Background: an optimization exercise with open tools, aiming at a short achievable clock period and few clock cycles. Do not read the settings as production practice.
Only simulation tests tie the RTL to the original design; equivalence was not proved.
Power and IR drop assume default switching activity.

## before
// myCPU
module myCPU (
    input  wire         cpu_rst,
    input  wire         cpu_clk,
    output wire [13:0]  inst_addr,
    input  wire [31:0]  inst,
    output wire [31:0]  Bus_addr,
    input  wire [31:0]  Bus_rdata,
    output wire         Bus_wen,
    output wire [31:0]  Bus_wdata
);
localparam OP_R    = 7'b0110011;
localparam OP_I    = 7'b0010011;
localparam OP_LOAD = 7'b0000011;
localparam OP_S    = 7'b0100011;
localparam OP_B    = 7'b1100011;
localparam OP_LUI  = 7'b0110111;
localparam OP_JAL  = 7'b1101111;
localparam OP_JALR = 7'b1100111;
wire clk = cpu_clk;
wire rst = cpu_rst;
reg  [31:0] pc_f;
reg  [15:0] bv;
reg  [7:0]  btag [0:15];
reg  [13:0] btgt [0:15];
reg  [5:0]  bcnt  [0:15];
reg  [5:0]  btrip [0:15];
reg  [15:0] bconf, bexit;
reg         ID_valid;
reg  [31:0] ID_inst;
reg  [31:0] ID_pc;
reg  [31:0] ID_pc4;
reg         ID_pred, ID_pnt;
reg  [31:0] ID_pnext;
reg  [15:0] ID_jr1, ID_jr2;
reg         ID_jr1x, ID_jr2x;
reg         EX_valid;
reg  [31:0] EX_A, EX_Bx, EX_S;
reg         EX_sfwd;
reg         EX_sub, EX_arith;
reg         EX_sel_add, EX_sel_and, EX_sel_or, EX_sel_xor, EX_sel_sll, EX_sel_sr, EX_sel_link;
reg  [4:0]  EX_rd;
reg         EX_wen, EX_ld, EX_st, EX_br, EX_jal, EX_jalr, EX_back;
reg  [2:0]  EX_f3;
reg         EX_pnpc4;
reg  [31:0] EX_pnext, EX_chk, EX_tgt, EX_pc4, EX_pc;
reg         mis_r;
reg  [31:0] tgt_a, tgt_n;
reg         tgt_s;
reg  [13:0] pc_o;
reg  [31:0] MEM_res, MEM_sd;
reg         MEM_we, MEM_wen, MEM_ld, MEM_ctrl, MEM_taken, MEM_tagm, MEM_back, MEM_link;
reg  [4:0]  MEM_rd;
reg  [31:0] MEM_pc;
reg  [13:0] MEM_tgt;
reg  [5:0]  MEM_cnt1, MEM_cnt0;
reg  [5:0]  EX_bcnt, EX_btrip;
reg         EX_bconf;
reg         MEM_ext, MEM_cnf;
reg  [31:0] WB_val;
reg         WB_wen;
reg  [4:0]  WB_rd;
reg  [31:0] rf [1:31];
wire [3:0]  bidx     = pc_f[5:2];
wire [15:0] bm;
genvar bi;
generate
  for (bi = 0; bi < 16; bi = bi + 1) begin : btbm
  ...
For scale: roughly 7700 cells after synthesis, ~2300 flip-flops.
clock: 8.5 ns
lec_check: 0
abc_clock_period_in_ps: 3000
cap_margin: 20
core_margin: 2
core_utilization: 40
setup_slack_margin: 5.0
slew_margin: 20
run.sh (not shown) runs the stock make flow with config.mk's settings and CLKGATE_MAP_FILE= SYNTH_SCRIPT=/design/flow/synth_recipe.tcl, a recipe that flattens the netlist after the stock synthesis.
Testbench counts of before, summed over its fixed seeds: cycles 207,080.
The following lists how after was set up differently from before:
--- a/flow/design.v
+++ b/flow/design.v
@@ -148,18 +148,14 @@
 wire        f_bwd = (inst[6:0] == 7'b1100011) & fs;
 wire        f_jf  = f_jal | f_bwd;
 wire [13:0] f_fb, f_fj, f_fbn, f_fjn;
 ksadd #(14) u_fb (.a(pc_f[15:2]), .b(f_imm_b[15:2]), .ci(1'b0), .s(f_fb), .sn(f_fbn));
 ksadd #(14) u_fj (.a(pc_f[15:2]), .b(f_imm_j[15:2]), .ci(1'b0), .s(f_fj), .sn(f_fjn));
 wire [13:0] f_fast = f_jal ? f_fj : f_fb;
-wire        id_link = ID_valid & ((ID_inst[6:0] == 7'b1101111) | (ID_inst[6:0] == 7'b1100111))
-                    & (ID_inst[11:7] != 5'd0);
-wire        f_jrp = (inst[6:0] == 7'b1100111) & (inst[19:15] == ID_inst[11:7]) & id_link
-                  & (f_jr1[16] == fs);
 wire [13:0] pred_lo  = btb_any ? (btb_ex ? pc_f4[15:2] : btgt[bidx]) :
-                                 (f_jf ? f_fast : f_jrp ? f_jr1[15:2] : pc_f4[15:2]);
+                                 (f_jf ? f_fast : pc_f4[15:2]);
 wire [31:0] pred_nxt = {pc_f4[31:16], pred_lo, pc_f4[1:0]};
 wire [6:0] op  = ID_inst[6:0];
 wire [2:0] f3  = ID_inst[14:12];
 wire [4:0] rd  = ID_inst[11:7];
 wire [4:0] rs1 = ID_inst[19:15];
 wire [4:0] rs2 = ID_inst[24:20];
@@ -329,13 +325,13 @@
     end
   end
   if (!stall) begin
     ID_inst  <= inst;
     ID_pc    <= pc_f;
     ID_pc4   <= pc_f4;
-    ID_pred  <= btb_any ? ~btb_ex : (f_jf | f_jrp);
+    ID_pred  <= btb_any ? ~btb_ex : f_jf;
     ID_pnt   <= btb_any & btb_ex;
     ID_pnext <= pred_nxt;
     ID_jr1   <= f_jr1[15:0];
     ID_jr2   <= f_jr2[15:0];
     ID_jr1x  <= (f_jr1[16] == fs);
     ID_jr2x  <= (f_jr2[16] == fs);
==> comparison <==
Between before and after, post-route worst setup slack is higher for after, before comes in under that.
Going from before to after, proportion of layout cells with a drive suffix above 1 dropped 0.95 points; sum of internal, switching and leakage power dropped about 3.7%; count of instances resized after the clock tree is built dropped about 17%; die outline area barely changed; final cell count dropped 48.
There was hardly any difference in synthesized cell count between before and after.
Testbench counts of after, summed over its fixed seeds: cycles 208,666.


cedar:
myCPU, a different RTL version from the one above (not shown whole).
For scale: ~9200 cells after synthesis, ~3000 flip-flops, roughly 150 I/O pins, ~140000 sq um of cells after synthesis.
// myCPU
module myCPU (
    input  wire         cpu_rst,
    input  wire         cpu_clk,
    output wire [13:0]  inst_addr,
    input  wire [31:0]  inst,
    output wire [31:0]  Bus_addr,
    input  wire [31:0]  Bus_rdata,
    output wire         Bus_wen,
    output wire [31:0]  Bus_wdata
);
==> flow/config.mk <==
export PLATFORM = sky130hd
export DESIGN_NAME = myCPU
export DESIGN_NICKNAME = myCPU
export VERILOG_FILES = /design/flow/design.v
export SDC_FILE = /design/flow/constraint.sdc
export NUM_CORES = 4
export LEC_CHECK = 0
export ABC_CLOCK_PERIOD_IN_PS = 3000
export CAP_MARGIN = 20
export CORE_MARGIN = 2
export CORE_UTILIZATION = 40
export SETUP_SLACK_MARGIN = 5.0
export SLEW_MARGIN = 20
==> flow/constraint.sdc <==
create_clock -name core_clock -period 8.5 [get_ports {cpu_clk}]
set_input_delay 1.7000 -clock core_clock [delete_from_list [all_inputs] [get_ports {cpu_clk}]]
set_output_delay 1.7000 -clock core_clock [all_outputs]
set_load 0.01 [all_outputs]
Testbench counts of cedar, summed over its fixed seeds: cycles 211,957.
Edits applied to the flow inputs when going from cedar to oak:
diff --git a/flow/design.v b/flow/design.v
--- a/flow/design.v
+++ b/flow/design.v
@@ -105,21 +105,29 @@
 wire        fs = inst[31];
 wire [31:0] f_imm_b = {{19{fs}}, fs, inst[7], inst[30:25], inst[11:8], 1'b0};
 wire [31:0] f_imm_j = {{11{fs}}, fs, inst[19:12], inst[20], inst[30:21], 1'b0};
 wire [31:0] f_tgtb, f_tgtj, f_unb, f_unj;
 ksadd #(32) u_tgtb (.a(pc_f), .b(f_imm_b), .ci(1'b0), .s(f_tgtb), .sn(f_unb));
 ksadd #(32) u_tgtj (.a(pc_f), .b(f_imm_j), .ci(1'b0), .s(f_tgtj), .sn(f_unj));
 wire [31:0] f_imm_i = {{20{fs}}, inst[31:20]};
 wire [31:0] f_jr1, f_jr2, f_unr1, f_unr2;
 ksadd #(32) u_jr1 (.a(ID_pc4), .b(f_imm_i), .ci(1'b0), .s(f_jr1), .sn(f_unr1));
 ksadd #(32) u_jr2 (.a(EX_pc4), .b(f_imm_i), .ci(1'b0), .s(f_jr2), .sn(f_unr2));
-wire [13:0] pred_lo  = (btb_any & ~btb_ex) ? btgt[bidx] : pc_f4[15:2];
+wire        f_jal = (inst[6:0] == 7'b1101111);
+wire        f_bwd = (inst[6:0] == 7'b1100011) & fs;
+wire        f_jf  = f_jal | f_bwd;
+wire [13:0] f_fb, f_fj, f_fbn, f_fjn;
+ksadd #(14) u_fb (.a(pc_f[15:2]), .b(f_imm_b[15:2]), .ci(1'b0), .s(f_fb), .sn(f_fbn));
+ksadd #(14) u_fj (.a(pc_f[15:2]), .b(f_imm_j[15:2]), .ci(1'b0), .s(f_fj), .sn(f_fjn));
+wire [13:0] f_fast = f_jal ? f_fj : f_fb;
+wire [13:0] pred_lo  = btb_any ? (btb_ex ? pc_f4[15:2] : btgt[bidx]) :
+                                 (f_jf ? f_fast : pc_f4[15:2]);
 wire [31:0] pred_nxt = {pc_f4[31:16], pred_lo, pc_f4[1:0]};
 wire [6:0] op  = ID_inst[6:0];
 wire [2:0] f3  = ID_inst[14:12];
 wire [4:0] rd  = ID_inst[11:7];
 wire [4:0] rs1 = ID_inst[19:15];
 wire [4:0] rs2 = ID_inst[24:20];
 wire is_r    = (op == OP_R);
 wire is_i    = (op == OP_I);
 wire is_ld   = (op == OP_LOAD);
 wire is_st   = (op == OP_S);
@@ -155,21 +163,21 @@
 wire h1_wb  = WB_wen  & (WB_rd  == rs1);
 wire h2_wb  = WB_wen  & (WB_rd  == rs2);
 wire stall = ID_live & EX_ld & ((h1_ex & use1) | (h2_ex & use2));
 wire [31:0] rf1 = (rs1 == 5'd0) ? 32'd0 : rf[rs1];
 wire [31:0] rf2 = (rs2 == 5'd0) ? 32'd0 : rf[rs2];
 wire lk_ex  = h1_ex & EX_sel_link;
 wire lk_mem = ~h1_ex & h1_mem & MEM_link;
 wire [31:0] lk_val = lk_ex ? EX_pc4 : MEM_res;
 wire [31:0] jr_tgt = lk_ex ? ID_jr1 : ID_jr2;
 wire jr_ok    = is_jalr & (lk_ex | lk_mem);
-wire st_taken = is_jal | (is_br & s & ~ID_pnt) | jr_ok;
+wire st_taken = jr_ok;
 wire id_rd    = ~ID_pred & st_taken;
 wire redir_id = ID_live & id_rd & ~stall;
 wire [31:0] rd_tgt = is_jalr ? jr_tgt : id_tgt;
 wire [31:0] sum, sumn;
 ksadd #(32) u_alu (.a(EX_A), .b(EX_Bx), .ci(EX_sub), .s(sum), .sn(sumn));
 wire        eq  = &(EX_A ^ EX_Bx);
 wire        lt  = (EX_A[31] ~^ EX_Bx[31]) ? EX_A[31] : sum[31];
 wire        cond = EX_f3[2] ? (lt ^ EX_f3[0]) : (eq ^ EX_f3[0]);
 wire [31:0] sll = EX_A << EX_Bx[4:0];
 wire [31:0] sr  = $signed({EX_arith & EX_A[31], EX_A}) >>> EX_Bx[4:0];
@@ -269,21 +277,21 @@
       btrip[MEM_pc[6:2]] <= MEM_cnt0;
       bconf[MEM_pc[6:2]] <= MEM_cnf;
       bcnt[MEM_pc[6:2]]  <= 6'd0;
       bexit[MEM_pc[6:2]] <= 1'b0;
     end
   end
   if (!stall) begin
     ID_inst  <= inst;
     ID_pc    <= pc_f;
     ID_pc4   <= pc_f4;
-    ID_pred  <= btb_any & ~btb_ex;
+    ID_pred  <= btb_any ? ~btb_ex : f_jf;
     ID_pnt   <= btb_any & btb_ex;
     ID_pnext <= pred_nxt;
     ID_tgtb  <= f_tgtb;
     ID_tgtj  <= f_tgtj;
     ID_jr1   <= f_jr1;
     ID_jr2   <= f_jr2;
   end
   EX_A       <= fwd1;
   EX_Bx      <= opb;
   EX_S       <= fwd2;
Findings:
Compared cedar against oak; sequential cell fraction of total power within noise.
In oak, combined global-route utilization of all metal layers is higher than in cedar.
Total clock sinks delta (cedar -> oak): insignificant
When oak is set beside cedar, its synthesized area turns out to be about 0.6% larger.
Taking cedar as the reference, in oak post-placement worst setup slack went down; clock skew went up; synthesized instance count went up.
Taking cedar as the reference, in oak mean instance size in the synthesized netlist has decreased, clock buffer count increased by about 3% relative to the old numbers, total power now sits higher, number of flip-flops and latches closely matched the old numbers, total cell area at the placement stage picked up an extra about 0.8%.
Testbench counts of oak, summed over its fixed seeds: cycles 207,390.

==> port drivers added, routing unchanged <==
The flow's constraints put no driver on any port. The routed layouts listed below were extracted and timed again, unchanged, in two steps. Step 1 assumes that a clkbuf_16 drives the clock port and a buf_2 every other input. Step 2 moves the port delays by t, midway between the first and last clock arrival at a register: inputs arrive t later, outputs are due t later. That takes back most of the time a late clock gives input paths. Three values: no drivers, after step 1, after step 2; two values: the first two.
| run | t, ns | slack for setup (ns) | latest minus earliest clock arrival (ns) | slew at the worst register clock pin (ns) | pins driven straight from the clock port |
|---|---|---|---|---|---|
| before | 0.991 | 4.436 / 4.485 / 3.494 | 0.051 / 0.050 | 0.08 / 0.08 | 1 |
| after | 0.967 | 4.915 / 4.915 / 3.980 | 0.114 / 0.114 | 0.08 / 0.08 | 1 |
| cedar | 0.992 | 4.759 / 4.663 / 3.671 | 0.114 / 0.114 | 0.07 / 0.07 | 1 |
| oak | 1.025 | 4.608 / 4.608 / 3.774 | 0.119 / 0.120 | 0.07 / 0.07 | 1 |
After both steps setup and hold are still met in every run listed. For cedar, which loses most, drivers alone change the setup slack by -0.096 ns; drivers and shift together by -1.088 ns.
